What follows belongs to an exercise in optimizing a design on an open flow for small area and a short achievable clock period; a production flow would make more cautious choices. Where RTL was checked, it was by simulation tests only, not by an equivalence proof against the original. Only the layout flow was run in runs 2 to 4 and 6; the RTL was not checked for function there. No activity file was given, so power comes from the tool's default toggle rates.

==> design.v <==
`timescale 1ns / 1ps
module processor_top (
    input wire clk,
    input wire resetn,
    input wire [15:0] instruction_input,
    input wire mem_write,
    output wire [15:0] PC_out
);
    integer i;
    function [14:0] encode(input [15:0] ins);
        reg [2:0] cls;
        reg [3:0] sub;
        begin
            case (ins[15:12])
                4'b0101: cls = 3'b000;
                4'b0001: cls = 3'b001;
                4'b0010: cls = 3'b010;
                4'b0011: cls = 3'b011;
                4'b1001: cls = 3'b100;
                4'b1101: cls = 3'b101;
                4'b1111: cls = 3'b110;
                default: cls = 3'b111;
            endcase
            case (ins[15:12])
                4'b0000:
                    case (ins[7:4])
                        4'b0101: sub = 4'b0000;
                        4'b1001: sub = 4'b0001;
                        4'b0001: sub = 4'b0010;
                        4'b0011: sub = 4'b0100;
                        4'b1101: sub = 4'b0101;
                        4'b1011: sub = 4'b1110;
                        default: sub = 4'b0011;
                    endcase
                4'b1000:
                    case (ins[7:4])
                        4'b0000: sub = 4'b0111;
                        4'b0001: sub = 4'b1000;
                        default: sub = 4'b0110;
                    endcase
                4'b0100:
                    case (ins[7:4])
                        4'b0000: sub = 4'b1001;
                        4'b0100: sub = 4'b1010;
                        4'b1000: sub = 4'b1011;
                        4'b1100: sub = 4'b1100;
                        default: sub = 4'b1110;
                    endcase
                4'b1100: sub = 4'b1101;
                default: sub = 4'b1110;
            endcase
            encode = {cls, ins[11:8], (cls == 3'b111) ? sub : ins[7:4], ins[3:0]};
        end
    endfunction
    reg st_e, st_w;                  
    wire st_f = ~st_e & ~st_w;
    always @(posedge clk or negedge resetn) begin
        if (!resetn) begin
            st_e <= 1'b0;
            st_w <= 1'b0;
        end else begin
            st_e <= st_f;
            st_w <= st_e;
        end
    end
    reg  [15:0] pc;
    wire [15:0] pc_next;
    always @(posedge clk or negedge resetn) begin
        if (!resetn)
            pc <= 16'd0;
        else if (st_w)
            pc <= pc_next;
    end
    assign PC_out = pc;
    reg [14:0] imem [0:31];
    reg [4:0]  ra;
    wire [14:0] wenc = encode(instruction_input);
    always @(posedge clk) begin
        for (i = 0; i < 32; i = i + 1)
            if (mem_write && pc[4:0] == i)
                imem[i] <= wenc;
    end
    always @(posedge clk or negedge resetn) begin
        if (!resetn)
            ra <= 5'd0;
        else
            ra <= pc[4:0];
    end
    reg [14:0] imem_q;
    always @(*) begin
        imem_q = 15'd0;
        for (i = 0; i < 32; i = i + 1)
            imem_q = imem_q | ({15{ra == i}} & imem[i]);
    end
    reg  [14:0] ir;
    always @(posedge clk) begin
        if (st_f)
            ir <= imem_q;
    end
    wire [2:0] cls = ir[14:12];
    wire [3:0] sop = ir[7:4];
    wire [3:0] rd  = ir[11:8];
    wire [3:0] rs  = ir[3:0];
    wire       oth = (cls == 3'b111);
    wire is_sub  = (cls == 3'b100) | (oth & sop == 4'b0001);
    wire is_sext = (cls == 3'b000) | (cls == 3'b100);
    wire is_lui  = (cls == 3'b110);
    wire is_lshi = oth & (sop == 4'b0111 | sop == 4'b1000);
    wire c_sum   = (cls == 3'b000) | (cls == 3'b100) | (oth & (sop == 4'b0000 | sop == 4'b0001));
    wire c_and   = (cls == 3'b001) | (oth & sop == 4'b0010);
    wire c_or    = (cls == 3'b010) | (oth & sop == 4'b0011);
    wire c_xor   = (cls == 3'b011) | (oth & sop == 4'b0100);
    wire c_pass  = (cls == 3'b101) | is_lui | (oth & sop == 4'b0101);
    wire c_sh    = oth & (sop == 4'b0110 | sop == 4'b0111 | sop == 4'b1000);
    wire c_ld    = oth & (sop == 4'b1001);
    wire wen     = c_sum | c_and | c_xor | c_pass | c_sh | c_ld | c_or;
    reg [15:0] rf [0:15];
    reg [15:0] rv;
    wire [15:0] wd;
    reg         wen_q;
    always @(posedge clk or negedge resetn) begin
        if (!resetn)
            wen_q <= 1'b0;
        else
            wen_q <= st_e & wen;
    end
    wire        rf_we = wen_q;
    always @(posedge clk) begin
        for (i = 0; i < 16; i = i + 1)
            if (rf_we && rd == i)
                rf[i] <= wd;
    end
    always @(posedge clk or negedge resetn) begin
        if (!resetn)
            rv <= 16'd0;
        else
            for (i = 0; i < 16; i = i + 1)
                if (rf_we && rd == i)
                    rv[i] <= 1'b1;
    end
    reg [15:0] rdat_d, rdat_s;
    always @(*) begin
        rdat_d = 16'd0;
        rdat_s = 16'd0;
        for (i = 0; i < 16; i = i + 1) begin
            rdat_d = rdat_d | ({16{rd == i && rv[i]}} & rf[i]);
            rdat_s = rdat_s | ({16{rs == i && rv[i]}} & rf[i]);
        end
    end
    reg [15:0] A, B;
    reg        sub_q;                
    wire [15:0] yimm = is_lui  ? {ir[7:0], 8'h00} :
                       is_lshi ? {11'd0, sop[3], ir[3:0]} :
                                 {{8{is_sext & ir[7]}}, ir[7:0]};
    wire        use_imm = ~oth | is_lshi;
    wire [15:0] y = use_imm ? yimm : rdat_s;
    always @(posedge clk) begin
        A <= rdat_d;
        B <= is_sub ? ~y : y;
        sub_q <= is_sub;
    end
    reg [15:0] dmem [0:31];
    reg        sp;                   
    always @(posedge clk) begin
        sp <= st_e & oth & (sop == 4'b1010);
        for (i = 0; i < 32; i = i + 1)
            if (sp && B[4:0] == i)
                dmem[i] <= A;
    end
    reg [15:0] mdata;
    always @(*) begin
        mdata = 16'd0;
        for (i = 0; i < 32; i = i + 1)
            mdata = mdata | ({16{B[4:0] == i}} & dmem[i]);
    end
    wire z = ~|(A | B);
    reg  taken;
    always @(*) begin
        case (rd)
            4'd0, 4'd13: taken = z;
            4'd1, 4'd12: taken = ~z;
            4'd3, 4'd5, 4'd7, 4'd9, 4'd10, 4'd14: taken = 1'b1;
            default: taken = 1'b0;
        endcase
    end
    wire is_jal = oth & (sop == 4'b1011);
    wire is_jc  = oth & (sop == 4'b1100);
    wire is_bc  = oth & (sop == 4'b1101);
    wire jump   = is_jal | (is_jc & taken);
    wire inc    = ~(is_bc & taken) | ir[0];
    wire [15:0] pc_inc = pc + 16'd1;
    assign pc_next = jump ? B : (inc ? pc_inc : pc);
    wire [16:0] sum1 = {A, 1'b1} + {B, sub_q};
    wire [15:0] sum  = sum1[16:1];
    wire [31:0] shx = {16'd0, A} << {~B[4], B[3:0]};
    assign wd = ({16{c_sum}}  & sum)      |
                ({16{c_and}}  & (A & B))  |
                ({16{c_or}}   & (A | B))  |
                ({16{c_xor}}  & (A ^ B))  |
                ({16{c_pass}} & B)        |
                ({16{c_sh}}   & shx[31:16]) |
                ({16{c_ld}}   & mdata);
endmodule
==> flow/run.sh <==
#!/bin/bash
# The standard layout (the standard.sh: ORFS synthesis through finish), with timing repair
# asked to keep more setup slack than the clock period needs, so that it also shortens the paths
# that already meet the clock, repair free to resize cells to any footprint, and clock tree
# synthesis with larger sink clusters and without dummy loads. The clock, constraints and
# everything else are the standard flow's.
set -euo pipefail
bash standard.sh SETUP_SLACK_MARGIN=10.75 MATCH_CELL_FOOTPRINT=0 \
  "CTS_ARGS=-sink_clustering_enable -repair_clock_nets -dont_use_dummy_load -sink_clustering_size 36 -sink_clustering_max_diameter 65" \
  finish > make_finish.log 2>&1
==> standard.sh <==
#!/bin/bash
# synth_recipe.tcl (not shown) runs the flow's synth.tcl, then flattens the netlist and writes it again
# the make line also repeats each setting of config.mk as NAME=value (left out here)
make -C /OpenROAD-flow-scripts/flow DESIGN_CONFIG=/design/flow/config.mk WORK_HOME=/design/flow/orfs CLKGATE_MAP_FILE= SYNTH_SCRIPT=/design/flow/synth_recipe.tcl "${@:-finish}"
==> config.mk <==
export PLATFORM = sky130hd
export DESIGN_NAME = processor_top
export DESIGN_NICKNAME = processor_top
export VERILOG_FILES = /design/flow/design.v
export SDC_FILE = /design/flow/constraint.sdc
export NUM_CORES = 4
export LEC_CHECK = 0
export CAP_MARGIN = 10
export CORE_MARGIN = 2
export CORE_UTILIZATION = 55
export SLEW_MARGIN = 10
==> constraint.sdc <==
create_clock -name core_clock -period 15.0 [get_ports {clk}]
set_input_delay 3.0000 -clock core_clock [delete_from_list [all_inputs] [get_ports {clk}]]
set_output_delay 3.0000 -clock core_clock [all_outputs]
set_load 0.01 [all_outputs]
==> results of run 1 <==
==> kinds of logic (layout without fill, tap and decap cells) <==
group           Yosys count  count (layout)
xor+xnor                 23              23
mux                      44              44
compound gates          959             965
simple gates            782             782
buf+inv                 259             414
flops                  1337            1337
other cells               0               1
fa+ha+maj                40              40
==> final timing paths <==
kind                                       start               endpoint  cells after the start
max                        instruction_input[12]  imem[24][6]$_DFFE_PP_                      7
min                               st_e$_DFF_PN0_         st_w$_DFF_PN0_                      0
max reg2reg                         B[0]$_DFF_P_    rf[12][9]$_DFFE_PP_                      9
min reg2reg                       st_e$_DFF_PN0_         st_w$_DFF_PN0_                      0
max in group asynchronous                 resetn      pc[0]$_DFFE_PN0P_                      1
min in group asynchronous                 resetn      pc[8]$_DFFE_PN0P_                      1
==> layout by cell type (no fill, tap or decap), types with 20 or more instances in the layout <==
master	Yosys	routed
edfxtp_1	1263	1263
nand3_1	66	66
dfrtp_1	40	34
inv_1	51	50
and3_1	98	94
nand2_1	190	190
a22oi_1	491	491
dfxtp_1	34	34
nor2_1	154	96
ha_1	39	39
xnor2_1	22	22
a22o_1	126	126
nand4_1	77	77
nor4_1	34	34
nor2_4	0	37
o21ai_0	37	32
nor3_1	25	25
nor2_2	0	21
a21oi_1	49	45
or2_2	21	21
buf_4	7	221
buf_12	0	26
o22ai_1	20	20
clkbuf_16	0	80
a221oi_1	125	125
mux2i_1	34	34
==> cell usage after synthesis, types with 20 or more instances <==
cell	number
nand3_1	66
a221oi_1	125
buf_2	26
edfxtp_1	1263
o21ai_0	37
and3_1	98
inv_1	51
a22oi_1	491
dfxtp_1	34
xnor2_1	22
a22o_1	126
a21oi_1	49
nand4_1	77
or2_2	21
nor3_1	25
nand2_1	190
dfrtp_1	40
o22ai_1	20
ha_1	39
and2_1	21
nor2_1	154
clkbuf_1	166
mux2i_1	34
nor4_1	34
==> state kept, by name, summed over array words and instances, names as in the netlist, 5 cells and up <==
| name | cells |
|---|---|
| A | 16 |
| B | 16 |
| dmem | 512 |
| imem | 480 |
| ir | 15 |
| pc | 16 |
| ra | 5 |
| rf | 256 |
| rv | 16 |
==> per-layer routing <==
| metal | GRT usage | vias up | wire [um] |
|---|---|---|---|
| met3 | 0.07933 | 581 | 21870 |
| met2 | 0.5856 | 2826 | 86810 |
| met4 | 0.1852 | 2 | 10650 |
| li1 | - | 14340 | - |
| met5 | 0 | - | 11 |
| met1 | 0.4929 | 18130 | 67290 |
==> repair_timing <==
item | in CTS | in global routing
hold buffers | 0 | 0
endpoints found under the setup margin | 692 | 236
buffers inserted | 67 | 13
pin swaps | 29 | 7
resized for setup | 98 | 22
cloned | 5 | 1
==> critical path: stages <==
cell and delay [ns]:
dlymetal6s2s_1 0.48, nand2_1 0.36, and2_4 0.33, nor2_4 0.18, buf_12 0.14, a21oi_4 0.04
buf_4 0.18
==> power by group through the flow <==
stage                     sequential [uW]  clock [uW]  combinational, uW
final                                4440        2090               1410
after global routing                 4440        2220               1460
after CTS                            4430        2100               1330
after detailed placement             4520           0               1270
after global placement               4520           0               1260
after floorplan                      4480           0                723
==> cell type report <==
type,instances,share of cell area
Timing Repair Buffer,281,0.04177
Clock buffer,80,0.03386
Inverter,53,0.003428
Tap cell,1276,0.02700
Antenna cell,1,0.00004232
Multi-Input combinational cell,1854,0.2239
Sequential cell,1337,0.6700
==> stage by stage <==
stage | cell area (um2) | cells | hold slack, ns
floorplan | 53460 | 3444 | 0.3888
global placement | 55920 | 4714 | 0.4365
detailed placement | 55920 | 4714 | 0.4313
CTS | 58900 | 4866 | 0.4641
global route | 59130 | 4881 | 0.4677
finish | 59130 | 4882 | 0.4588
==> impl_metrics.yaml, run 1 <==
worst_setup_path:
  crit_required_ns: 15.43
  startpoint_type: "primary input"
  arrival_ns: 4.72
  crit_path_end_kind: "register"
  timing_worst_setup_path_type: "primary input to register"
  crit_fanout: 7
  rrSetupSlack_ns: 10.78
yosys:
  synth_top_family_by_area: "compound AO/OA/AOI/OAI gates"
  seq_area_frac_synth: 0.7430
  synth.avg_cell_area_um2: 15.48
  netlist.area_leader.share: 0.7114
  synth_compound_area_frac: 0.1386
  yosysTopAreaCell: "edfxtp_1"
  synth_edf_count: 1263
  synthTopCellsByArea: "edfxtp_1 71%, a22oi_1 6.9%, a22o_1 2.1%, a221oi_1 2.1%, dfrtp_1 1.9%"
  synth-seq-cells: 1337
  synthXorXnorAreaFrac: 0.003779
  synthSimpleGateAreaFrac: 0.07562
  syn_inst: 3444
  ys_warn_count: 4
  synthMuxAreaShare: 0.009975
  synthAdderAreaFrac: 0.009529
  syn-cell-area_um2: 53310
  synth_ff_type: "edfxtp_1"
  synthDistinctLibCells: 82
  syn_nets: 3503
  synthArstFlopShare: 0.02992
timing:
  layout_worst_path_cycle_share: 0.2859
  setup_viol: 0
  max_freq_mhz: 233.2
  min_period_ns: 4.288
  worstMarginPinSlew_ns: 1.400
  worst_clock_skew_ns: 0.1153
  slew_viol_final: 0
  hold_viol: 0
  rsz0062_at_grt: "yes"
  setup_slack_ns: 10.71
  max_slew_margin: 0.06677
  fin_tns_setup_ns: 0
floorplanning:
  ios: 35
  die_y_um: 315.3
  die-area_um2: 99430
  start_util: 0.5529
  fp-row-count: 114
  core_um2: 96420
  fp.dieW_um: 315.3
route:
  wl_um: 186600
  routedWlPerCell_um: 38.23
  via_per_inst: 7.351
  drc: 0
  drt-pass1-iter-count: 8
  drtIter0Drc: 6198
  vias: 35890
  ant_nets: 0
power:
  seqPwrFrac: 0.559
  report.power.total_uw: 7942
  p_switching_uw: 2244
  cellPowerDensity_nw_per_um2: 134.3
  p_int_uw: 5697
  pwr-share-clk: 0.263
  peakVddDrop_mv: 0.1029
  p_comb_frac: 0.178
  power.leakage_uw: 0.01966
  netSwitchingFraction: 0.2826
clock_tree:
  clk_pin_slew_ns: 0.09
  cts_buffers: 80
  ctsRootBufferMaster: "clkbuf_16"
  clkLatencyLatePin_ns: 0.70
  cts.sinks: 1337
  cts_tree: "yes"
  cts.path.max_buffers: 3
  htree_levels: 3
final_layout:
  fin_nets: 3666
  seqCellArea_um2: 39620
  final_util: 0.6132
  layout-drive-gt1-share: 0.1368
  syn_to_final_growth_pct: 10.92
  fillCellCount: 7148
  multi_input_area_um2: 13240
global_routing:
  antenna_found_initial: 3
  grt_start_max_net_pins: 41
  overflow: 0
  grt_pass1_wl_um: 257500
  grt_pass1_vias: 34060
  grt_use_total: 0.3713
place:
  portBuffers: 34
  gp_congestion: 0.9287
  preCtsSetupSlack_ns: 9.438
  place_hpwl_um: 115000
outcome:
  outcome: "no timing/DRC/antenna violations"
job:
  maxCapViolations: 0
hold_path:
  holdCritPathClass: "register to register"
==> run 2: changes to the inputs <==
--- a/design.v
+++ b/design.v
@@ -65,10 +65,11 @@
     end
     reg  [15:0] pc;
     wire [15:0] pc_next;
+    wire        pc_en;
     always @(posedge clk or negedge resetn) begin
         if (!resetn)
             pc <= 16'd0;
-        else if (st_w)
+        else if (pc_en)
             pc <= pc_next;
     end
     assign PC_out = pc;
@@ -189,15 +190,24 @@
     wire jump   = is_jal | (is_jc & taken);
     wire inc    = ~(is_bc & taken) | ir[0];
     wire [15:0] pc_inc = pc + 16'd1;
-    assign pc_next = jump ? B : (inc ? pc_inc : pc);
+    assign pc_en   = st_w & (jump | inc);
+    assign pc_next = jump ? B : pc_inc;
     wire [16:0] sum1 = {A, 1'b1} + {B, sub_q};
     wire [15:0] sum  = sum1[16:1];
-    wire [31:0] shx = {16'd0, A} << {~B[4], B[3:0]};
+    wire [15:0] rot0 = B[0] ? {A[14:0],    A[15]}    : A;
+    wire [15:0] rot1 = B[1] ? {rot0[13:0], rot0[15:14]} : rot0;
+    wire [15:0] rot2 = B[2] ? {rot1[11:0], rot1[15:12]} : rot1;
+    wire [15:0] rot3 = B[3] ? {rot2[7:0],  rot2[15:8]}  : rot2;
+    reg  [15:0] shv;
+    always @(*) begin
+        for (i = 0; i < 16; i = i + 1)
+            shv[i] = rot3[i] & (B[4] ^ (i >= B[3:0]));
+    end
     assign wd = ({16{c_sum}}  & sum)      |
                 ({16{c_and}}  & (A & B))  |
                 ({16{c_or}}   & (A | B))  |
                 ({16{c_xor}}  & (A ^ B))  |
                 ({16{c_pass}} & B)        |
-                ({16{c_sh}}   & shx[31:16]) |
+                ({16{c_sh}}   & shv)        |
                 ({16{c_ld}}   & mdata);
 endmodule
==> impl_metrics.yaml, run 2 <==
place:
  portBuffers: 34
  place_hpwl_um: 124800
  dpl_cell_area_um2: 55980
  gp_congestion: 0.9669
  placed_cells: 4743
yosys:
  yosysTopAreaCell: "edfxtp_1"
  synth-seq-cells: 1337
  synth.avg_cell_area_um2: 15.43
  syn_inst: 3454
  synthDistinctLibCells: 81
  netlist.area_leader.share: 0.7117
  syn-cell-area_um2: 53290
  synth_edf_count: 1263
  synthArstFlopShare: 0.02992
  yosysMostFrequentCell: "edfxtp_1"
  syn_nets: 3514
  synth_ff_type: "edfxtp_1"
  synthTopCellsByArea: "edfxtp_1 71%, a22oi_1 8.8%, dfrtp_1 1.9%, nand2_1 1.5%, dfxtp_1 1.3%"
  synth.cells.most_frequent: "1263 x edfxtp_1, 623 x a22oi_1, 212 x nand2_1"
  ys_warn_count: 4
  seq_area_frac_synth: 0.7432
power:
  cellPowerDensity_nw_per_um2: 128.6
  power.leakage_uw: 0.01974
  seqPwrFrac: 0.568
  p_comb_frac: 0.153
  report.power.total_uw: 7629
  p_int_uw: 5553
  p_switching_uw: 2076
  peakVddDrop_mv: 0.1032
  pwr-share-clk: 0.278
  netSwitchingFraction: 0.2721
floorplanning:
  core_um2: 96420
  die_y_um: 315.3
  fp-row-count: 114
  ios: 35
  fp.dieW_um: 315.3
  die-area_um2: 99400
  start_util: 0.5527
global_routing:
  grt_pass1_wl_um: 272900
  antenna_found_initial: 10
  grt_pass1_vias: 34230
  grt_util_met3: 0.1195
  grt_start_max_net_pins: 41
  grt.busiest_layer: "met2"
  grt_use_total: 0.4008
  grt_use_met2: 0.5825
  overflow: 0
  use_met1: 0.5598
timing:
  fin_tns_setup_ns: 0
  layout_worst_path_cycle_share: 0.2867
  worstMarginPinSlew_ns: 1.354
  worst_clock_skew_ns: 0.08238
  slew_viol_final: 0
  max_slew_margin: 0.08915
  hold_viol: 0
  setup_viol: 0
  rsz0062_at_grt: "yes"
  min_period_ns: 4.301
  max_freq_mhz: 232.5
final_layout:
  finish.instance_area_um2: 59320
  fin_cells: 4905
  fin_nets: 3688
  top_register: "dmem"
  final_util: 0.6152
  syn_to_final_growth_pct: 11.30
  layout-drive-gt1-share: 0.1434
  layout_commonest_cell: "edfxtp_1"
  seqCellArea_um2: 39620
  final_cell_mix: "1263 x edfxtp_1, 623 x a22oi_1, 220 x buf_4"
  multi_input_area_um2: 13280
  fillCellCount: 7102
  top_regs: "dmem x512, imem x480, rf x256"
  largest_register_ffs: 512
worst_setup_path:
  r2r-end: "rf[1][15]$_DFFE_PP_"
  crit_family: "flip-flops"
  arrival_ns: 1.30
  path_cells: "buf_6"
  crit_path_top_delay_cell: "dfrtp_4"
  crit_path_end_kind: "primary output"
  timing_worst_setup_path_type: "register to primary output"
  r2r-start: "B[1]$_DFF_P_"
  crit_fanout: 2
  path_buf_inv: 1
  ff2ff_path_depth: 10
  startpoint_type: "register"
  rrSetupSlack_ns: 10.71
  crit_required_ns: 12.00
  max_stage_delay_ns: 0.52
clock_tree:
  clk_pin_slew_ns: 0.10
  ctsRootBufferMaster: "clkbuf_16"
  cts_hold_buffers: 0
  clkLatencyLatePin_ns: 0.71
  cts_tree: "yes"
  cts.path.max_buffers: 3
  cts_buffers: 82
  htree_levels: 3
  cts.sinks: 1337
route:
  drtIter0Drc: 6839
  drc: 0
  ant_nets: 0
  drt-pass1-iter-count: 8
  vias: 36630
  routedWlPerCell_um: 40.72
  wl_um: 199700
  via_per_inst: 7.468
hold_path:
  min_path_cells: 0
  whs_endpoint: "st_w$_DFF_PN0_"
  holdCritPathClass: "register to register"
  holdCritStartpoint: "st_e$_DFF_PN0_"
outcome:
  outcome: "no timing/DRC/antenna violations"
job:
  maxCapViolations: 0
==> run 2: final cells by class <==
type | instances | share of cell area
sequential | 1337 | 0.6680
multi-input combinational | 1872 | 0.2238
timing repair buffer | 286 | 0.04341
clock buffer | 82 | 0.03459
tap | 1276 | 0.02692
inverter | 49 | 0.003164
antenna | 3 | 0.0001266
==> run 2: cell families (layout without fill, tap and decap cells) <==
group	after synthesis	in the layout	synth area share
AO/OA/AOI/OAI	966	970	0.1366
XOR/XNOR	27	27	0.004437
adder cells (fa/ha/maj)	41	41	0.009767
buffers and inverters	249	417	0.01923
flip-flops	1337	1337	0.7432
multiplexers	37	37	0.01028
other	0	3	0
AND/OR/NAND/NOR	797	797	0.07647
==> run 2: stage by stage <==
| step | setup slack (ns) | hold WS (ns) |
|---|---|---|
| CTS | 10.53 | 0.4875 |
| global placement | 9.397 | 0.4420 |
| detailed placement | 9.369 | 0.4629 |
| finish | 10.70 | 0.4874 |
| floorplan | 10.58 | 0.3890 |
| global route | 10.68 | 0.5135 |
==> run 2: worst max path at each step <==
stage               slack, ns  cells after the start                     to         startpoint
finish                  10.70                      1              PC_out[3]  pc[3]$_DFFE_PN0P_
CTS                     10.53                      5  imem[24][2]$_DFFE_PP_          mem_write
global route            10.68                      1              PC_out[3]  pc[3]$_DFFE_PN0P_
detailed placement       9.37                      4  imem[24][1]$_DFFE_PP_          mem_write
global placement         9.40                      4  imem[24][1]$_DFFE_PP_          mem_write
floorplan               10.58                      3  imem[24][0]$_DFFE_PP_          mem_write
==> run 2: power by group through the flow <==
stage / Clock [uW] / Combinational, uW / Sequential [uW]
CTS: 2120 / 1120 / 4330
global route: 2250 / 1190 / 4340
finish: 2120 / 1170 / 4340
global placement: 0 / 1060 / 4420
detailed placement: 0 / 1060 / 4420
floorplan: 0 / 535 / 4390
==> run 2: metal layers <==
layer	share of wire	routed length, um
met1	0.36	71440
met2	0.43	85950
met5	0.00023	46
met4	0.058	11540
met3	0.15	30770
==> run 2: timing repair <==
action / CTS / global route
gates resized for setup: 137 / 22
endpoints found under the setup margin: 783 / 589
cloned: 4 / 0
pin swaps: 27 / 6
buffers inserted: 68 / 5
==> run 3: changes to the inputs <==
==> flow/run.sh (replaced) <==
#!/bin/bash
# The standard layout (the standard.sh: ORFS synthesis through finish), with timing repair
# asked to keep more setup slack than the clock period needs, so that it also shortens the paths
# that already meet the clock, and clock tree synthesis with larger sink clusters and without
# dummy loads. The clock, constraints and everything else are the standard flow's.
set -euo pipefail
bash standard.sh SETUP_SLACK_MARGIN=10.75 \
  "CTS_ARGS=-sink_clustering_enable -repair_clock_nets -dont_use_dummy_load -sink_clustering_size 36 -sink_clustering_max_diameter 65" \
  finish > make_finish.log 2>&1
--- a/config.mk
+++ b/config.mk
@@ -5,7 +5,8 @@
 export SDC_FILE = /design/flow/constraint.sdc
 export NUM_CORES = 4
 export LEC_CHECK = 0
-export CAP_MARGIN = 10
+export CAP_MARGIN = 20
 export CORE_MARGIN = 2
-export CORE_UTILIZATION = 55
-export SLEW_MARGIN = 10
+export CORE_UTILIZATION = 60
+export PLACE_DENSITY = 0.66
+export SLEW_MARGIN = 20
==> impl_metrics.yaml, run 3 <==
yosys:
  syn_inst: 3454
  synth_ff_type: "edfxtp_1"
  seq_area_frac_synth: 0.7432
  ys_warn_count: 4
  syn_nets: 3514
  netlist.area_leader.share: 0.7117
  synth.avg_cell_area_um2: 15.43
  synthArstFlopShare: 0.02992
  synthTopCellsByArea: "edfxtp_1 71%, a22oi_1 8.8%, dfrtp_1 1.9%, nand2_1 1.5%, dfxtp_1 1.3%"
  yosysTopAreaCell: "edfxtp_1"
  synth-seq-cells: 1337
  synthDistinctLibCells: 81
  syn-cell-area_um2: 53290
  synth.cells.most_frequent: "1263 x edfxtp_1, 623 x a22oi_1, 212 x nand2_1"
  yosysMostFrequentCell: "edfxtp_1"
  synth_edf_count: 1263
final_layout:
  fillCellCount: 6033
  final_util: 0.6641
  layout_commonest_cell: "edfxtp_1"
  fin_nets: 3654
  final_cell_mix: "1263 x edfxtp_1, 623 x a22oi_1, 207 x nand2_1"
  syn_to_final_growth_pct: 9.952
  top_register: "dmem"
  largest_register_ffs: 512
  seqCellArea_um2: 39630
  multi_input_area_um2: 13270
  finish.instance_area_um2: 58600
  layout-drive-gt1-share: 0.1395
  fin_cells: 4762
  top_regs: "dmem x512, imem x480, rf x256"
route:
  route.met2.wl_um: 80810
  ant_nets: 0
  drc: 0
  routed-wl-met3_um: 30490
  wirelength_met1_um: 65370
  vias: 36290
  drtIter0Drc: 7473
  routedWlPerCell_um: 39.51
  dr.max_layer_used: "met5"
  drt-pass1-iter-count: 9
  via_per_inst: 7.621
  wl_um: 188100
place:
  placed_cells: 4611
  portBuffers: 34
  place_hpwl_um: 118700
  dpl_cell_area_um2: 55690
  gp_congestion: 0.9622
clock_tree:
  cts.sinks: 1337
  cts_tree: "yes"
  cts_hold_buffers: 0
  cts.path.max_buffers: 3
  htree_levels: 3
  ctsRootBufferMaster: "clkbuf_16"
  cts_buffers: 67
  clk_pin_slew_ns: 0.08
  clkLatencyLatePin_ns: 0.70
worst_setup_path:
  r2r-start: "B[0]$_DFF_P_"
  crit_path_top_delay_cell: "dfrtp_4"
  ff2ff_path_depth: 9
  max_stage_delay_ns: 0.53
  crit_family: "flip-flops"
  timing_worst_setup_path_type: "register to primary output"
  arrival_ns: 1.27
  crit_required_ns: 12.00
  crit_path_end_kind: "primary output"
  crit_fanout: 3
  path_buf_inv: 1
  rrSetupSlack_ns: 10.82
  path_cells: "buf_6"
  startpoint_type: "register"
  r2r-end: "rf[3][10]$_DFFE_PP_"
power:
  report.power.total_uw: 7328
  pwr-share-clk: 0.257
  p_int_uw: 5373
  p_comb_frac: 0.151
  netSwitchingFraction: 0.2669
  peakVddDrop_mv: 0.1082
  cellPowerDensity_nw_per_um2: 125.1
  p_switching_uw: 1956
  seqPwrFrac: 0.591
  power.leakage_uw: 0.01940
global_routing:
  grt_pass1_wl_um: 258900
  grt_use_total: 0.4117
  grt_start_max_net_pins: 41
  grt_pass1_vias: 33800
  overflow: 0
  antenna_found_initial: 13
timing:
  min_period_ns: 4.267
  max_freq_mhz: 234.3
  max_slew_margin: 0.1597
  slew_viol_final: 0
  worst_clock_skew_ns: 0.1220
  layout_worst_path_cycle_share: 0.2845
  fin_tns_setup_ns: 0
  setup_viol: 0
  rsz0062_at_grt: "yes"
  worstMarginPinSlew_ns: 1.249
  hold_viol: 0
floorplanning:
  core_um2: 88240
  start_util: 0.6040
  die-area_um2: 91220
  die_y_um: 302.0
  fp.dieW_um: 302.0
  fp-row-count: 109
  ios: 35
outcome:
  outcome: "no timing/DRC/antenna violations"
job:
  maxCapViolations: 0
hold_path:
  holdCritStartpoint: "st_e$_DFF_PN0_"
  holdCritPathClass: "register to register"
  min_path_cells: 0
  whs_endpoint: "st_w$_DFF_PN0_"
run 3: power groups by stage:
stage	Sequential [uW]	Clock (uW)	Combinational (uW)
3_3_place_gp	4420	0	988
6_report	4330	1890	1110
5_1_grt	4340	2000	1140
3_5_place_dp	4420	0	1010
4_1_cts	4330	1880	1060
2_1_floorplan	4390	0	536
run 3: kinds of logic after synthesis:
family	Yosys count	synth area share
xor gates and xnor gates	27	0.004437
adders and majority gates	41	0.009767
muxes	37	0.01028
DFF	1337	0.7432
AOI/OAI and AO/OA	966	0.1366
buffers and inverters	249	0.01923
and+or+nand+nor	797	0.07647
run 3: per-stage QoR:
step / setup WS [ns] / hold slack (ns)
final: 10.73 / 0.4598
after detailed placement: 9.357 / 0.4403
after global routing: 10.71 / 0.4898
after floorplan: 10.58 / 0.3890
after CTS: 10.50 / 0.4589
after global placement: 9.372 / 0.4307
run 3: layer usage:
layer,vias up,track usage
met1,17840,0.5760
met5,-,0
met3,598,0.1227
li1,14330,-
met4,16,0.1971
met2,3509,0.5986
run 3: worst max path at each step:
stage | start | slack [ns] | cells past startpoint | endpoint
after floorplan | mem_write | 10.58 | 3 | imem[24][0]$_DFFE_PP_
after global placement | instruction_input[15] | 9.37 | 5 | imem[0][4]$_DFFE_PP_
after detailed placement | instruction_input[15] | 9.36 | 5 | imem[0][4]$_DFFE_PP_
after CTS | mem_write | 10.50 | 5 | imem[8][7]$_DFFE_PP_
after global routing | pc[4]$_DFFE_PN0P_ | 10.71 | 1 | PC_out[4]
final | pc[4]$_DFFE_PN0P_ | 10.73 | 1 | PC_out[4]
run 3: layout make-up:
type                            instances  area share
Inverter                               49    0.003139
Timing Repair Buffer                  267     0.04046
Multi-Input combinational cell       1872      0.2264
Antenna cell                            5   0.0002135
Tap cell                             1165     0.02488
Clock buffer                           67     0.02861
Sequential cell                      1337      0.6763
run 3: timing repair:
item                                    4_1_cts  5_1_grt
pin swaps                                    32        0
gates cloned                                  4        0
buffers inserted                             70        4
endpoints found under the setup margin      722      389
resized for setup                           128       33
==> run 4: changes to the inputs <==
--- a/flow/run.sh
+++ b/flow/run.sh
@@ -5,5 +5,5 @@
 # dummy loads. The clock, constraints and everything else are the standard flow's.
 set -euo pipefail
 bash standard.sh SETUP_SLACK_MARGIN=10.75 \
-  "CTS_ARGS=-sink_clustering_enable -repair_clock_nets -dont_use_dummy_load -sink_clustering_size 36 -sink_clustering_max_diameter 65" \
+  "CTS_ARGS=-sink_clustering_enable -repair_clock_nets -dont_use_dummy_load -sink_clustering_size 32 -sink_clustering_max_diameter 55" \
   finish > make_finish.log 2>&1
==> config.mk (replaced) <==
export PLATFORM = sky130hd
export DESIGN_NAME = processor_top
export DESIGN_NICKNAME = processor_top
export VERILOG_FILES = /design/flow/design.v
export SDC_FILE = /design/flow/constraint.sdc
export NUM_CORES = 4
export LEC_CHECK = 0
export CAP_MARGIN = 10
export CORE_MARGIN = 2
export CORE_UTILIZATION = 65
export PLACE_DENSITY = 0.72
export SLEW_MARGIN = 10
==> impl_metrics.yaml, run 4 <==
outcome:
  outcome: "no timing/DRC/antenna violations"
worst_setup_path:
  crit_path_end_kind: "register"
  rrSetupSlack_ns: 10.71
  cp-startpoint: "B[0]$_DFF_P_"
  crit_family: "simple AND/OR/NAND/NOR gates"
  path_depth: 9
  max_stage_delay_ns: 0.90
  path_cells: "buf_4 > or3b_2 > nor2_1 > buf_4 > a22oi_1 > nand4_1 > nor4_1 > nor2_1 > or4_1"
  startpoint_type: "register"
  timing_worst_setup_path_type: "register to register"
  r2r-end: "rf[10][14]$_DFFE_PP_"
  crit_path_end: "rf[10][14]$_DFFE_PP_"
  r2r-start: "B[0]$_DFF_P_"
  ff2ff_path_depth: 9
  crit_path_top_delay_cell: "nor4_1"
  crit_required_ns: 15.29
  path_buf_inv: 2
  arrival_ns: 4.58
  crit_fanout: 35
yosys:
  yosysTopAreaCell: "edfxtp_1"
  synthArstFlopShare: 0.02992
  synth_compound_area_frac: 0.1366
  yosysMostFrequentCell: "edfxtp_1"
  ys_warn_count: 4
  seq_area_frac_synth: 0.7432
  syn-cell-area_um2: 53290
  synth.cells.most_frequent: "1263 x edfxtp_1, 623 x a22oi_1, 212 x nand2_1"
  netlist.area_leader.share: 0.7117
  synth_top_family_by_area: "compound AO/OA/AOI/OAI gates"
  synth.avg_cell_area_um2: 15.43
  synthTopCellsByArea: "edfxtp_1 71%, a22oi_1 8.8%, dfrtp_1 1.9%, nand2_1 1.5%, dfxtp_1 1.3%"
  syn_inst: 3454
  synth-seq-cells: 1337
  synthSimpleGateAreaFrac: 0.07647
  synth_edf_count: 1263
  syn_nets: 3514
  synthMuxAreaShare: 0.01028
  synthXorXnorAreaFrac: 0.004437
  synthAdderAreaFrac: 0.009767
  synthDistinctLibCells: 81
  synth_ff_type: "edfxtp_1"
place:
  gp_congestion: 1.016
  portBuffers: 34
  placed_cells: 4516
  place_hpwl_um: 117800
  dpl_cell_area_um2: 55530
global_routing:
  grt_use_total: 0.4454
  grt_pass1_wl_um: 262200
  grt_pass1_vias: 34880
  antenna_found_initial: 13
  overflow: 0
  grt_start_max_net_pins: 41
timing:
  min_period_ns: 4.290
  slew_viol_final: 0
  worstMarginPinSlew_ns: 1.378
  hold_viol: 0
  max_slew_margin: 0.08153
  hold_slack_ns: 0.4266
  fin_tns_setup_ns: 0
  rsz0062_at_grt: "yes"
  worst_clock_skew_ns: 0.1190
  layout_worst_path_cycle_share: 0.2860
  setup_viol: 0
  max_freq_mhz: 233.1
clock_tree:
  clkLatencyLatePin_ns: 0.72
  cts_buffers: 100
  htree_levels: 3
  cts.sinks: 1337
  clk_pin_slew_ns: 0.07
  cts.path.max_buffers: 3
  ctsRootBufferMaster: "clkbuf_16"
  cts_hold_buffers: 0
  cts_tree: "yes"
power:
  peakVddDrop_mv: 0.1281
  power.leakage_uw: 0.01984
  cellPowerDensity_nw_per_um2: 131.2
  report.power.total_uw: 7784
job:
  maxCapViolations: 0
final_layout:
  syn_to_final_growth_pct: 11.37
  fillCellCount: 4987
  top_regs: "dmem x512, imem x480, rf x256"
  finish.instance_area_um2: 59350
  top_register: "dmem"
  fin_nets: 3696
  layout_commonest_cell: "edfxtp_1"
  layout-drive-gt1-share: 0.1453
  final_cell_mix: "1263 x edfxtp_1, 623 x a22oi_1, 212 x buf_4"
  largest_register_ffs: 512
  fin_cells: 4710
hold_path:
  holdCritPathClass: "register to register"
route:
  ant_nets: 0
  drc: 0
  drt-pass1-iter-count: 9
  via_per_inst: 7.905
  routedWlPerCell_um: 40.17
  wl_um: 189200
  drtIter0Drc: 8140
  vias: 37230
floorplanning:
  start_util: 0.6532
  fp-row-count: 105
  ios: 35
  fp.dieW_um: 290.3
  die-area_um2: 84290
  core_um2: 81580
  die_y_um: 290.3
## run 4: per-stage QoR
stage	utilization	setup slack (ns)
4_1_cts	0.7241	10.52
3_3_place_gp	0.6807	9.482
6_report	0.7275	10.71
2_1_floorplan	-	10.58
5_1_grt	0.7273	10.72
3_5_place_dp	0.6807	9.361
## run 4: cell type report
| cell class | count | area, um2 | share of cell area |
|---|---|---|---|
| flip-flops and latches | 1337 | 39620 | 0.6676 |
| multi-input cells | 1873 | 13300 | 0.2240 |
| clock buffers | 100 | 2502 | 0.04216 |
| repair buffers | 275 | 2387 | 0.04022 |
| well taps | 1070 | 1339 | 0.02256 |
| inverters | 49 | 187.7 | 0.003162 |
| diodes | 6 | 15.01 | 0.0002530 |
## run 4: cell families after synthesis
group,count (synthesis)
flip-flops,1337
AND/OR/NAND/NOR,797
XOR/XNOR,27
multiplexers,37
adder cells (fa/ha/maj),41
buffers and inverters,249
AO/OA/AOI/OAI,966
## run 4: power breakdown
part           switching [uW]  internal [uW]  total (uW)
logic                     806            299        1110
registers                69.6           4270        4340
clock network            1170           1170        2340
total                    2050           5740        7780
## run 4: what timing repair did
item	in CTS	in global routing
buffers inserted	70	11
setup endpoints to repair	737	649
pin swaps	30	6
resized for setup	136	30
gates cloned	5	0
## run 4: worst min path at each step
stage | from | to | cells past startpoint
3_3_place_gp | st_e$_DFF_PN0_ | st_w$_DFF_PN0_ | 0
5_1_grt | st_e$_DFF_PN0_ | st_w$_DFF_PN0_ | 0
4_1_cts | st_e$_DFF_PN0_ | st_w$_DFF_PN0_ | 0
6_report | st_e$_DFF_PN0_ | st_w$_DFF_PN0_ | 0
3_5_place_dp | st_e$_DFF_PN0_ | st_w$_DFF_PN0_ | 0
2_1_floorplan | st_e$_DFF_PN0_ | st_w$_DFF_PN0_ | 0
## run 4: routing by layer
| layer | global-route usage | wire length, um | vias up |
|---|---|---|---|
| li1 | - | - | 14440 |
| met3 | 0.1647 | 33060 | 789 |
| met1 | 0.6085 | 63070 | 18030 |
| met2 | 0.6315 | 79710 | 3962 |
| met5 | 0 | 84 | - |
| met4 | 0.2329 | 13290 | 12 |
==> run 5: changes to the inputs <==
--- a/design.v
+++ b/design.v
@@ -118,18 +118,25 @@
     reg [15:0] rf [0:15];
     reg [15:0] rv;
     wire [15:0] wd;
-    reg         wen_q;
-    always @(posedge clk or negedge resetn) begin
-        if (!resetn)
+    reg         wen_q, wr_q;
+    reg  [15:0] res_q;
+    always @(posedge clk or negedge resetn) begin
+        if (!resetn) begin
             wen_q <= 1'b0;
-        else
+            wr_q  <= 1'b0;
+        end else begin
             wen_q <= st_e & wen;
-    end
-    wire        rf_we = wen_q;
+            wr_q  <= wen_q;
+        end
+    end
+    always @(posedge clk) begin
+        res_q <= wd;
+    end
+    wire        rf_we = wr_q;
     always @(posedge clk) begin
         for (i = 0; i < 16; i = i + 1)
             if (rf_we && rd == i)
-                rf[i] <= wd;
+                rf[i] <= res_q;
     end
     always @(posedge clk or negedge resetn) begin
         if (!resetn)
--- a/flow/run.sh
+++ b/flow/run.sh
@@ -5,5 +5,5 @@
 # dummy loads. The clock, constraints and everything else are the standard flow's.
 set -euo pipefail
 bash standard.sh SETUP_SLACK_MARGIN=10.75 \
-  "CTS_ARGS=-sink_clustering_enable -repair_clock_nets -dont_use_dummy_load -sink_clustering_size 32 -sink_clustering_max_diameter 55" \
+  "CTS_ARGS=-sink_clustering_enable -repair_clock_nets -dont_use_dummy_load -sink_clustering_size 32 -sink_clustering_max_diameter 60" \
   finish > make_finish.log 2>&1
--- a/config.mk
+++ b/config.mk
@@ -5,8 +5,8 @@
 export SDC_FILE = /design/flow/constraint.sdc
 export NUM_CORES = 4
 export LEC_CHECK = 0
-export CAP_MARGIN = 10
+export CAP_MARGIN = 20
 export CORE_MARGIN = 2
 export CORE_UTILIZATION = 65
 export PLACE_DENSITY = 0.72
-export SLEW_MARGIN = 10
+export SLEW_MARGIN = 20
==> impl_metrics.yaml, run 5 <==
clock_tree:
  ctsRootBufferMaster: "clkbuf_16"
  clkLatencyLatePin_ns: 0.69
  cts_buffers: 74
  cts.sinks: 1354
  clk_pin_slew_ns: 0.09
  htree_levels: 3
  cts.path.max_buffers: 3
  cts_tree: "yes"
worst_setup_path:
  crit_fanout: 7
  startpoint_type: "primary input"
  crit_required_ns: 15.32
  crit_path_end_kind: "register"
  path_cells: "clkdlybuf4s50_1 > nand3_1 > nor2_4 > buf_4"
  arrival_ns: 4.64
  path_buf_inv: 2
  max_stage_delay_ns: 0.61
  rrSetupSlack_ns: 10.89
  crit_family: "buffers and inverters"
  timing_worst_setup_path_type: "primary input to register"
  crit_path_top_delay_cell: "clkdlybuf4s50_1"
timing:
  min_period_ns: 4.320
  hold_viol: 0
  setup_viol: 0
  worstMarginPinSlew_ns: 1.271
  max_freq_mhz: 231.5
  layout_worst_path_cycle_share: 0.2880
  slew_viol_final: 0
  rsz0062_at_grt: "yes"
  worst_clock_skew_ns: 0.09784
  max_slew_margin: 0.1527
  fin_tns_setup_ns: 0
power:
  power.leakage_uw: 0.01908
  seqPwrFrac: 0.573
  p_comb_frac: 0.164
  p_switching_uw: 2090
  netSwitchingFraction: 0.2747
  peakVddDrop_mv: 0.1207
  pwr-share-clk: 0.263
  p_int_uw: 5517
  cellPowerDensity_nw_per_um2: 129.7
yosys:
  seq_area_frac_synth: 0.7478
  synth_ff_type: "edfxtp_1"
  yosysMostFrequentCell: "edfxtp_1"
  syn_inst: 3387
  netlist.area_leader.share: 0.7098
  synthTopCellsByArea: "edfxtp_1 71%, a22oi_1 6.9%, a221oi_1 2.0%, dfrtp_1 1.9%, a22o_1 1.9%"
  synth-seq-cells: 1354
  syn-cell-area_um2: 53430
  synthDistinctLibCells: 79
  synthArstFlopShare: 0.03028
  synth.avg_cell_area_um2: 15.77
  yosysTopAreaCell: "edfxtp_1"
  synth.cells.most_frequent: "1263 x edfxtp_1, 488 x a22oi_1, 157 x clkbuf_1"
  ys_warn_count: 4
  synth_edf_count: 1263
  syn_nets: 3447
final_layout:
  top_register: "dmem"
  finish.instance_area_um2: 58670
  fillCellCount: 5094
  layout-drive-gt1-share: 0.1393
  largest_register_ffs: 512
  layout_commonest_cell: "edfxtp_1"
  multi_input_area_um2: 13090
  fin_nets: 3595
  antennaDiodeCount: 0
  fin_cells: 4603
  final_cell_mix: "1263 x edfxtp_1, 487 x a22oi_1, 198 x buf_4"
  syn_to_final_growth_pct: 9.814
  seqCellArea_um2: 39960
  top_regs: "dmem x512, imem x480, rf x256"
hold_path:
  holdCritPathClass: "register to register"
place:
  gp_congestion: 0.9647
  portBuffers: 34
  placed_cells: 4451
  place_hpwl_um: 113100
  dpl_cell_area_um2: 55770
global_routing:
  grt_use_total: 0.4278
  grt_use_met2: 0.6364
  grt_start_max_net_pins: 42
  use_met1: 0.5658
  grt_util_met3: 0.1268
  antenna_found_initial: 13
  grt_pass1_wl_um: 253000
  grt_pass1_vias: 33690
  grt.busiest_layer: "met2"
  overflow: 0
floorplanning:
  core_um2: 81720
  start_util: 0.6538
  die_y_um: 290.7
  die-area_um2: 84510
  ios: 35
  fp.dieW_um: 290.7
  fp-row-count: 105
route:
  routedWlPerCell_um: 39.63
  drc: 0
  via_per_inst: 7.841
  ant_nets: 0
  drtIter0Drc: 7194
  wl_um: 182400
  vias: 36090
  drt-pass1-iter-count: 8
job:
  maxCapViolations: 0
outcome:
  outcome: "no timing/DRC/antenna violations"
-- run 5: cell types whose count changed in the layout (fill, tap and decap cells not counted), sizes merged, moves of 16 or more --
cell / change
a221oi: +72
a22o: +72
a22oi: -135
and3: -38
buf: -25
clkbuf: -28
dfxtp: +16
nand2: -58
nand4: +21
or4: -20
-- run 5: final cells by class --
type	instances	area share
sequential	1354	0.6811
multi-input combinational	1793	0.2231
timing repair buffer	256	0.03777
clock buffer	74	0.03156
tap	1070	0.02282
inverter	56	0.003604
-- run 5: path summary, 6_finish.rpt --
check	depth (start not counted)	startpoint	endpoint
setup / recovery	4	mem_write	imem[14][0]$_DFFE_PP_
hold / removal	0	wen_q$_DFF_PN0_	wr_q$_DFF_PN0_
setup reg to reg	11	B[0]$_DFF_P_	pc[4]$_DFFE_PN0P_
hold reg to reg	0	wen_q$_DFF_PN0_	wr_q$_DFF_PN0_
max in group asynchronous	2	resetn	st_w$_DFF_PN0_
min in group asynchronous	2	resetn	pc[10]$_DFFE_PN0P_
-- run 5: kinds of logic after synthesis --
| family | after synthesis | synth area share |
|---|---|---|
| adders and majority gates | 41 | 0.009742 |
| and+or+nand+nor | 709 | 0.06922 |
| muxes | 47 | 0.01133 |
| AOI/OAI and AO/OA | 961 | 0.1386 |
| DFF | 1354 | 0.7478 |
| xor gates and xnor gates | 28 | 0.004590 |
| buffers and inverters | 247 | 0.01873 |
-- run 5: routing by layer --
metal | share of wire | wire length, um
met1 | 0.33 | 60670
met2 | 0.44 | 80340
met3 | 0.15 | 27640
met4 | 0.075 | 13680
met5 | 0.00053 | 96
-- run 5: what timing repair did --
item | in CTS | in global routing
gates cloned | 6 | 1
resized for setup | 129 | 16
pin swaps | 16 | 10
setup endpoints to repair | 689 | 216
hold buffers | 0 | 0
setup buffers | 49 | 21
endpoints found under the hold margin | 0 | 0
-- run 5: stage by stage --
step / utilization / hold WS (ns) / power, uW / setup slack (ns)
after floorplan: - / 0.3312 / 5038 / 10.47
after global routing: 0.7180 / 0.3596 / 7766 / 10.67
after global placement: 0.6821 / 0.3467 / 5539 / 9.425
after CTS: 0.7140 / 0.3531 / 7494 / 10.23
final: 0.7180 / 0.3589 / 7607 / 10.68
after detailed placement: 0.6825 / 0.3456 / 5560 / 9.468
-- run 5: power by group through the flow --
stage	clock, uW	sequential, uW	combinational [uW]
floorplan	0	4390	645
global placement	0	4440	1100
detailed placement	0	4440	1120
CTS	1980	4350	1160
global route	2120	4370	1280
finish	2000	4360	1240
-- run 5: worst reg2reg max path, cell delays in order, from the launching register on --
cell	delay (ns)
dfxtp_1	0.31
buf_4	0.26
inv_1	0.35
ha_1	0.27
nand4_1	0.14
nor4_1	0.62
mux2_2	0.46
o21a_1	0.21
nor3_4	0.18
buf_4	0.41
mux2i_1	0.55
mux2_2	0.27
==> run 6: changes to the inputs <==
--- a/design.v
+++ b/design.v
@@ -72,7 +72,14 @@
         else if (pc_en)
             pc <= pc_next;
     end
-    assign PC_out = pc;
+    reg  [15:0] pc_o;
+    always @(posedge clk or negedge resetn) begin
+        if (!resetn)
+            pc_o <= 16'd0;
+        else
+            pc_o <= (pc_en & ~st_e) ? pc_next : pc;
+    end
+    assign PC_out = pc_o;
     reg [14:0] imem [0:31];
     reg [4:0]  ra;
     wire [14:0] wenc = encode(instruction_input);
--- a/flow/run.sh
+++ b/flow/run.sh
@@ -5,5 +5,5 @@
 # dummy loads. The clock, constraints and everything else are the standard flow's.
 set -euo pipefail
 bash standard.sh SETUP_SLACK_MARGIN=10.75 \
-  "CTS_ARGS=-sink_clustering_enable -repair_clock_nets -dont_use_dummy_load -sink_clustering_size 32 -sink_clustering_max_diameter 60" \
+  "CTS_ARGS=-sink_clustering_enable -repair_clock_nets -dont_use_dummy_load -sink_clustering_size 36 -sink_clustering_max_diameter 65" \
   finish > make_finish.log 2>&1
--- a/config.mk
+++ b/config.mk
@@ -7,6 +7,6 @@
 export LEC_CHECK = 0
 export CAP_MARGIN = 20
 export CORE_MARGIN = 2
-export CORE_UTILIZATION = 65
-export PLACE_DENSITY = 0.72
+export CORE_UTILIZATION = 60
+export PLACE_DENSITY = 0.66
 export SLEW_MARGIN = 20
==> impl_metrics.yaml, run 6 <==
place:
  preCtsSetupSlack_ns: 9.430
  gp_congestion: 0.9620
  place_hpwl_um: 115700
  portBuffers: 34
  dpl_cell_area_um2: 56660
clock_tree:
  cts_hold_buffers: 0
  ctsRootBufferMaster: "clkbuf_16"
  cts.path.max_buffers: 3
  clk_pin_slew_ns: 0.08
  cts.sinks: 1370
  cts_buffers: 78
  clkLatencyLatePin_ns: 0.71
  htree_levels: 3
  cts_tree: "yes"
route:
  wl_um: 187900
  via_per_inst: 7.695
  drt-pass1-iter-count: 7
  routedWlPerCell_um: 39.20
  drc: 0
  drtIter0Drc: 8015
  vias: 36900
  ant_nets: 0
power:
  cellPowerDensity_nw_per_um2: 134.3
  peakVddDrop_mv: 0.09845
  power.leakage_uw: 0.01943
  report.power.total_uw: 8014
final_layout:
  largest_register_ffs: 512
  fin_nets: 3679
  layout-drive-gt1-share: 0.1294
  layout_commonest_cell: "edfxtp_1"
  finish.instance_area_um2: 59690
  syn_to_final_growth_pct: 9.957
  final_cell_mix: "1263 x edfxtp_1, 555 x a22oi_1, 187 x buf_4"
  top_regs: "dmem x512, imem x480, rf x256"
  top_register: "dmem"
worst_setup_path:
  arrival_ns: 4.88
  crit_fanout: 13
  crit_path_end_kind: "register"
  timing_worst_setup_path_type: "primary input to register"
  startpoint_type: "primary input"
  crit_required_ns: 15.36
timing:
  max_freq_mhz: 221.7
  layout_worst_path_cycle_share: 0.3008
  hold_viol: 0
  worst_clock_skew_ns: 0.1039
  worstMarginPinSlew_ns: 1.311
  rsz0062_at_grt: "yes"
  setup_slack_ns: 10.49
  min_period_ns: 4.512
  fin_tns_setup_ns: 0
  setup_viol: 0
  hold_slack_ns: 0.3494
  max_slew_margin: 0.1259
  slew_viol_final: 0
global_routing:
  grt_use_total: 0.4025
  grt_pass1_vias: 34370
  overflow: 0
  grt_start_max_net_pins: 58
  antenna_found_initial: 10
  grt_pass1_wl_um: 262100
floorplanning:
  start_util: 0.6040
  fp.dieW_um: 304.8
  die-area_um2: 92890
  core_um2: 89870
  die_y_um: 304.8
  ios: 35
  fp-row-count: 110
yosys:
  syn-cell-area_um2: 54280
  synth-seq-cells: 1370
  yosysTopAreaCell: "edfxtp_1"
  synthDistinctLibCells: 85
  synth_ff_type: "edfxtp_1"
  yosysMostFrequentCell: "edfxtp_1"
  syn_inst: 3494
  synth.avg_cell_area_um2: 15.54
  synth.cells.most_frequent: "1263 x edfxtp_1, 555 x a22oi_1, 166 x nand2_1"
  netlist.area_leader.share: 0.6987
  synthArstFlopShare: 0.04161
  syn_nets: 3554
  synth_edf_count: 1263
  seq_area_frac_synth: 0.7434
  synthTopCellsByArea: "edfxtp_1 70%, a22oi_1 7.7%, dfrtp_1 2.6%, dfxtp_1 1.8%, a221oi_1 1.4%"
  ys_warn_count: 4
job:
  maxCapViolations: 0
outcome:
  outcome: "no timing/DRC/antenna violations"
hold_path:
  holdCritPathClass: "register to register"
## run 6: final cells by class
type / count / area (um2)
repair buffers: 248 / 2206
clock buffers: 78 / 1952
well taps: 1176 / 1471
inverters: 44 / 168.9
flip-flops and latches: 1370 / 40360
fillers: 6113 / 30190
multi-input cells: 1877 / 13530
diodes: 2 / 5.005
## run 6: timing repair
action | 4_1_cts | 5_1_grt
pin swaps | 33 | 1
resized for setup | 133 | 8
gates cloned | 4 | 1
setup buffers | 58 | 0
endpoints found under the setup margin | 662 | 444
## run 6: through the flow
stage               utilization  instances
finish                   0.6641       4795
global route             0.6641       4793
CTS                      0.6635       4792
detailed placement       0.6304       4652
global placement         0.6301       4651
floorplan                     -       3494
## run 6: worst max-delay path: stages
cell and delay (ns):
clkdlybuf4s50_1 0.62, nand3_1 0.68, nor2_4 0.37, buf_12 0.19
## run 6: cells by family (layout without fill, tap and decap cells)
logic type | after synthesis | count (layout) | synth area share
flops | 1370 | 1370 | 0.7434
compound gates | 998 | 1002 | 0.1389
simple gates | 751 | 752 | 0.07141
buf+inv | 252 | 370 | 0.01952
mux | 54 | 54 | 0.01270
fa+ha+maj | 41 | 41 | 0.009589
xor+xnor | 28 | 28 | 0.004518
other cells | 0 | 2 | 0
## run 6: routing by layer
metal / wire length (um) / global-route usage
met1: 68990 / 0.5903
met2: 80480 / 0.5740
met3: 29420 / 0.1163
met4: 8960 / 0.1577
met5: 91 / 0
## run 6: worst paths after layout
kind / slack (ns) / to / cells past startpoint / startpoint
setup / recovery: 10.49 / imem[6][7]$_DFFE_PP_ / 4 / mem_write
setup reg to reg: 10.85 / pc_o[6]$_DFF_PN0_ / 10 / B[2]$_DFF_P_
min in group asynchronous: 2.47 / rv[0]$_DFFE_PN0P_ / 1 / resetn
max in group asynchronous: 11.83 / pc_o[6]$_DFF_PN0_ / 1 / resetn
hold / removal: 0.35 / wr_q$_DFF_PN0_ / 0 / wen_q$_DFF_PN0_
hold reg to reg: 0.35 / wr_q$_DFF_PN0_ / 0 / wen_q$_DFF_PN0_
## run 6: where the power goes
part	switching, uW	internal, uW
Sequential	158	4320
Clock	1160	926
Combinational	1010	443
==> run 7: changes to the inputs <==
--- a/design.v
+++ b/design.v
@@ -72,14 +72,7 @@
         else if (pc_en)
             pc <= pc_next;
     end
-    reg  [15:0] pc_o;
-    always @(posedge clk or negedge resetn) begin
-        if (!resetn)
-            pc_o <= 16'd0;
-        else
-            pc_o <= (pc_en & ~st_e) ? pc_next : pc;
-    end
-    assign PC_out = pc_o;
+    assign PC_out = pc;
     reg [14:0] imem [0:31];
     reg [4:0]  ra;
     wire [14:0] wenc = encode(instruction_input);
--- a/config.mk
+++ b/config.mk
@@ -5,8 +5,8 @@
 export SDC_FILE = /design/flow/constraint.sdc
 export NUM_CORES = 4
 export LEC_CHECK = 0
-export CAP_MARGIN = 20
+export CAP_MARGIN = 10
 export CORE_MARGIN = 2
 export CORE_UTILIZATION = 60
 export PLACE_DENSITY = 0.66
-export SLEW_MARGIN = 20
+export SLEW_MARGIN = 10
==> impl_metrics.yaml, run 7 <==
route:
  drtIter0Drc: 6773
  vias: 35680
  drt-pass1-iter-count: 9
  ant_nets: 0
  drc: 0
  routedWlPerCell_um: 39.25
  wl_um: 184600
  via_per_inst: 7.588
final_layout:
  layout-drive-gt1-share: 0.1350
  fin_nets: 3596
  largest_register_ffs: 512
  final_cell_mix: "1263 x edfxtp_1, 488 x a22oi_1, 204 x buf_4"
  final_util: 0.6647
  layout_commonest_cell: "edfxtp_1"
  fin_cells: 4702
  top_regs: "dmem x512, imem x480, rf x256"
  syn_to_final_growth_pct: 9.950
  top_register: "dmem"
yosys:
  syn_inst: 3387
  synth.avg_cell_area_um2: 15.77
  syn_nets: 3447
  synth.cells.most_frequent: "1263 x edfxtp_1, 488 x a22oi_1, 157 x clkbuf_1"
  synth_edf_count: 1263
  synth-seq-cells: 1354
  synthArstFlopShare: 0.03028
  ys_warn_count: 4
  syn-cell-area_um2: 53430
  synthTopCellsByArea: "edfxtp_1 71%, a22oi_1 6.9%, a221oi_1 2.0%, dfrtp_1 1.9%, a22o_1 1.9%"
  synth_ff_type: "edfxtp_1"
  yosysTopAreaCell: "edfxtp_1"
  seq_area_frac_synth: 0.7478
  netlist.area_leader.share: 0.7098
  yosysMostFrequentCell: "edfxtp_1"
  synthDistinctLibCells: 79
power:
  power.leakage_uw: 0.01909
  pwr-share-clk: 0.254
  cellPowerDensity_nw_per_um2: 128.7
  p_int_uw: 5451
  p_comb_frac: 0.170
  peakVddDrop_mv: 0.1020
  seqPwrFrac: 0.577
  netSwitchingFraction: 0.2792
  p_switching_uw: 2112
global_routing:
  antenna_found_initial: 5
  grt_pass1_vias: 33670
  grt_use_total: 0.4037
  overflow: 0
  grt_pass1_wl_um: 256100
  grt_start_max_net_pins: 42
clock_tree:
  cts_buffers: 68
  cts.sinks: 1354
  ctsRootBufferMaster: "clkbuf_16"
  clk_pin_slew_ns: 0.10
  clkLatencyLatePin_ns: 0.69
  cts_tree: "yes"
  htree_levels: 3
  cts.path.max_buffers: 3
outcome:
  outcome: "no timing/DRC/antenna violations"
hold_path:
  min_path_cells: 0
  holdCritStartpoint: "wen_q$_DFF_PN0_"
  whs_endpoint: "wr_q$_DFF_PN0_"
  holdCritPathClass: "register to register"
floorplanning:
  start_util: 0.6046
  fp-row-count: 109
  die-area_um2: 91450
  core_um2: 88370
  fp.dieW_um: 302.4
  ios: 35
  die_y_um: 302.4
timing:
  slew_viol_final: 0
  max_freq_mhz: 235.5
  max_slew_margin: 0.07718
  worst_clock_skew_ns: 0.09253
  setup_viol: 0
  min_period_ns: 4.247
  rsz0062_at_grt: "yes"
  layout_worst_path_cycle_share: 0.2831
  fin_tns_setup_ns: 0
  hold_viol: 0
  worstMarginPinSlew_ns: 1.379
  setup_slack_ns: 10.75
place:
  preCtsSetupSlack_ns: 9.408
  gp_congestion: 0.9691
  place_hpwl_um: 114900
  placed_cells: 4556
  portBuffers: 34
worst_setup_path:
  crit_path_end_kind: "primary output"
  path_cells: "buf_6"
  crit_family: "flip-flops"
  rrSetupSlack_ns: 10.98
  path_buf_inv: 1
  startpoint_type: "register"
  ff2ff_path_depth: 8
  crit_required_ns: 12.00
  timing_worst_setup_path_type: "register to primary output"
  crit_path_top_delay_cell: "dfrtp_2"
  max_stage_delay_ns: 0.46
  crit_fanout: 2
  r2r-start: "B[4]$_DFF_P_"
  arrival_ns: 1.25
  r2r-end: "res_q[8]$_DFF_P_"
job:
  maxCapViolations: 0
## run 7: per-layer routing
layer / GRT usage / vias up / share of wire
li1: - / 14160 / -
met1: 0.5400 / 17560 / 0.34
met2: 0.6192 / 3278 / 0.45
met3: 0.1043 / 679 / 0.14
met4: 0.2076 / 6 / 0.065
met5: 0 / - / 0.00022
## run 7: layout make-up
cell class              instances  area (um2)
diodes                          3       7.507
clock buffers                  68        1702
repair buffers                265        2345
flip-flops and latches       1354       39960
inverters                      56       214.0
multi-input cells            1791       13060
fillers                      5985       29630
well taps                    1165        1458
## run 7: worst max-delay path by stage
stage	to	depth (start not counted)	slack, ns	from
after floorplan	imem[0][7]$_DFFE_PP_	5	10.47	instruction_input[6]
after global placement	imem[8][12]$_DFFE_PP_	4	9.39	instruction_input[13]
after detailed placement	imem[8][12]$_DFFE_PP_	4	9.41	instruction_input[13]
after CTS	PC_out[2]	1	10.58	pc[2]$_DFFE_PN0P_
after global routing	PC_out[3]	1	10.72	pc[3]$_DFFE_PN0P_
final	PC_out[4]	1	10.75	pc[4]$_DFFE_PN0P_
## run 7: cells by family after synthesis
group / share of synthesized area
compound gates: 0.1386
xor+xnor: 0.004590
fa+ha+maj: 0.009742
buf+inv: 0.01873
flops: 0.7478
mux: 0.01133
simple gates: 0.06922
## run 7: power by group through the flow
stage               Sequential, uW  Combinational (uW)  Clock, uW
floorplan                     4390                 645          0
global placement              4440                1150          0
detailed placement            4450                1160          0
CTS                           4360                1220       1920
global route                  4370                1320       2040
finish                        4360                1280       1920
## run 7: what timing repair did
item / CTS / global route
hold buffers: 0 / 0
gates cloned: 5 / 0
endpoints found under the hold margin: 0 / 0
buffers inserted: 62 / 8
gates resized for setup: 126 / 17
pin swaps: 28 / 9
endpoints found under the setup margin: 646 / 161
## run 7: metrics by stage
step	hold WS, ns	cell area, um2	total power (uW)
global route	0.3797	58740	7733
detailed placement	0.3428	55960	5606
floorplan	0.3312	53700	5038
global placement	0.3421	55960	5591
finish	0.3805	58750	7563
CTS	0.3721	58620	7490
==> run 8: changes to the inputs <==
--- a/config.mk
+++ b/config.mk
@@ -5,8 +5,8 @@
 export SDC_FILE = /design/flow/constraint.sdc
 export NUM_CORES = 4
 export LEC_CHECK = 0
-export CAP_MARGIN = 10
+export CAP_MARGIN = 20
 export CORE_MARGIN = 2
 export CORE_UTILIZATION = 60
 export PLACE_DENSITY = 0.66
-export SLEW_MARGIN = 10
+export SLEW_MARGIN = 20
==> impl_metrics.yaml, run 8 <==
outcome:
  outcome: "no timing/DRC/antenna violations"
hold_path:
  holdCritPathClass: "register to register"
worst_setup_path:
  path_cells: "buf_6"
  crit_fanout: 2
  arrival_ns: 1.25
  crit_path_top_delay_cell: "dfrtp_2"
  crit_path_end_kind: "primary output"
  max_stage_delay_ns: 0.46
  crit_required_ns: 12.00
  path_buf_inv: 1
  crit_family: "flip-flops"
  startpoint_type: "register"
  timing_worst_setup_path_type: "register to primary output"
global_routing:
  grt_pass1_wl_um: 256900
  overflow: 0
  grt_use_total: 0.4055
  grt_pass1_vias: 33720
  grt_start_max_net_pins: 42
  antenna_found_initial: 11
timing:
  max_freq_mhz: 235.3
  max_slew_margin: 0.1450
  hold_viol: 0
  hold_slack_ns: 0.3692
  fin_tns_setup_ns: 0
  setup_viol: 0
  min_period_ns: 4.250
  rsz0062_at_grt: "yes"
  slew_viol_final: 0
  worstMarginPinSlew_ns: 1.283
  worst_clock_skew_ns: 0.08300
  layout_worst_path_cycle_share: 0.2833
yosys:
  yosysTopAreaCell: "edfxtp_1"
  synth.avg_cell_area_um2: 15.77
  ys_warn_count: 4
  synthArstFlopShare: 0.03028
  seq_area_frac_synth: 0.7478
  synth-seq-cells: 1354
  syn-cell-area_um2: 53430
  netlist.area_leader.share: 0.7098
  synth.cells.most_frequent: "1263 x edfxtp_1, 488 x a22oi_1, 157 x clkbuf_1"
  syn_nets: 3447
  synthDistinctLibCells: 79
  syn_inst: 3387
  synth_edf_count: 1263
  yosysMostFrequentCell: "edfxtp_1"
  synthTopCellsByArea: "edfxtp_1 71%, a22oi_1 6.9%, a221oi_1 2.0%, dfrtp_1 1.9%, a22o_1 1.9%"
  synth_ff_type: "edfxtp_1"
power:
  pwr-share-clk: 0.252
  p_int_uw: 5443
  peakVddDrop_mv: 0.1102
  cellPowerDensity_nw_per_um2: 128.7
  p_switching_uw: 2121
  p_comb_frac: 0.171
  power.leakage_uw: 0.01906
  seqPwrFrac: 0.577
  netSwitchingFraction: 0.2804
  report.power.total_uw: 7564
route:
  drc: 0
  via_per_inst: 7.662
  vias: 36000
  drtIter0Drc: 6758
  routedWlPerCell_um: 39.64
  wl_um: 186300
  ant_nets: 0
  drt-pass1-iter-count: 7
final_layout:
  top_register: "dmem"
  top_regs: "dmem x512, imem x480, rf x256"
  layout_commonest_cell: "edfxtp_1"
  layout-drive-gt1-share: 0.1368
  final_util: 0.6649
  fillCellCount: 5973
  syn_to_final_growth_pct: 9.983
  fin_nets: 3592
  largest_register_ffs: 512
  final_cell_mix: "1263 x edfxtp_1, 488 x a22oi_1, 199 x buf_4"
clock_tree:
  cts.sinks: 1354
  htree_levels: 3
  cts.path.max_buffers: 3
  cts_hold_buffers: 0
  ctsRootBufferMaster: "clkbuf_16"
  clkLatencyLatePin_ns: 0.69
  cts_buffers: 67
  clk_pin_slew_ns: 0.10
  cts_tree: "yes"
floorplanning:
  die-area_um2: 91450
  ios: 35
  fp.dieW_um: 302.4
  start_util: 0.6046
  core_um2: 88370
  fp-row-count: 109
  die_y_um: 302.4
place:
  place_hpwl_um: 115100
  portBuffers: 34
  gp_congestion: 0.9691
job:
  maxCapViolations: 0
## run 8: cell counts after synthesis
No cell type changed its count.
## run 8: routing by layer
layer | vias to the layer above | track usage | part of all wire
li1 | 14160 | - | -
met5 | - | 0 | 0.00042
met1 | 17780 | 0.5351 | 0.34
met4 | 12 | 0.2177 | 0.067
met3 | 700 | 0.1154 | 0.14
met2 | 3354 | 0.6176 | 0.45
## run 8: cells by family (layout without fill, tap and decap cells)
logic type / Yosys count / count (layout) / share of synthesized area
buffers and inverters: 247 / 383 / 0.01873
xor gates and xnor gates: 28 / 28 / 0.004590
DFF: 1354 / 1354 / 0.7478
and+or+nand+nor: 709 / 710 / 0.06922
adders and majority gates: 41 / 41 / 0.009742
other: 0 / 4 / 0
muxes: 47 / 47 / 0.01133
AOI/OAI and AO/OA: 961 / 967 / 0.1386
## run 8: cell type report
type                            instances  area, um2  share of cell area
Multi-Input combinational cell       1793      13110              0.2231
Antenna cell                            4      10.01           0.0001703
Timing Repair Buffer                  260       2332             0.03969
Tap cell                             1165       1458             0.02481
Sequential cell                      1354      39960              0.6801
Clock buffer                           67       1677             0.02853
Inverter                               56      214.0            0.003641
## run 8: what timing repair did
item                       CTS  global route
gates cloned                 6             1
setup endpoints to repair  637           171
pin swaps                   27             6
buffers inserted            56             9
gates resized for setup    124            23
## run 8: path summary, 6_finish.rpt
path,start,to,slack (ns),cells past startpoint
setup / recovery,pc[1]$_DFFE_PN0P_,PC_out[1],10.75,1
hold / removal,wen_q$_DFF_PN0_,wr_q$_DFF_PN0_,0.37,0
setup reg to reg,B[4]$_DFF_P_,res_q[8]$_DFF_P_,10.96,8
hold reg to reg,wen_q$_DFF_PN0_,wr_q$_DFF_PN0_,0.37,0
max in group asynchronous,resetn,st_w$_DFF_PN0_,12.15,1
min in group asynchronous,resetn,pc[3]$_DFFE_PN0P_,2.35,1
## run 8: power by group through the flow
stage	Combinational, uW	Clock [uW]	Sequential, uW
2_1_floorplan	645	0	4390
3_3_place_gp	1150	0	4440
3_5_place_dp	1160	0	4450
4_1_cts	1220	1910	4360
5_1_grt	1320	2030	4370
6_report	1290	1910	4360
## run 8: through the flow
stage | cells | area [um2] | setup slack, ns
after floorplan | 3387 | 53700 | 10.47
after global placement | 4556 | 55960 | 9.394
after detailed placement | 4556 | 55960 | 9.416
after CTS | 4685 | 58610 | 10.58
after global routing | 4695 | 58750 | 10.72
final | 4699 | 58760 | 10.75

Check on run 8: ideal ports give 10.750 ns setup slack; a clkbuf_16 on the clock port and buf_2 on the inputs give 10.682 ns; moving port delays by the midpoint clock arrival (0.707 ns) as well gives 10.107 ns.
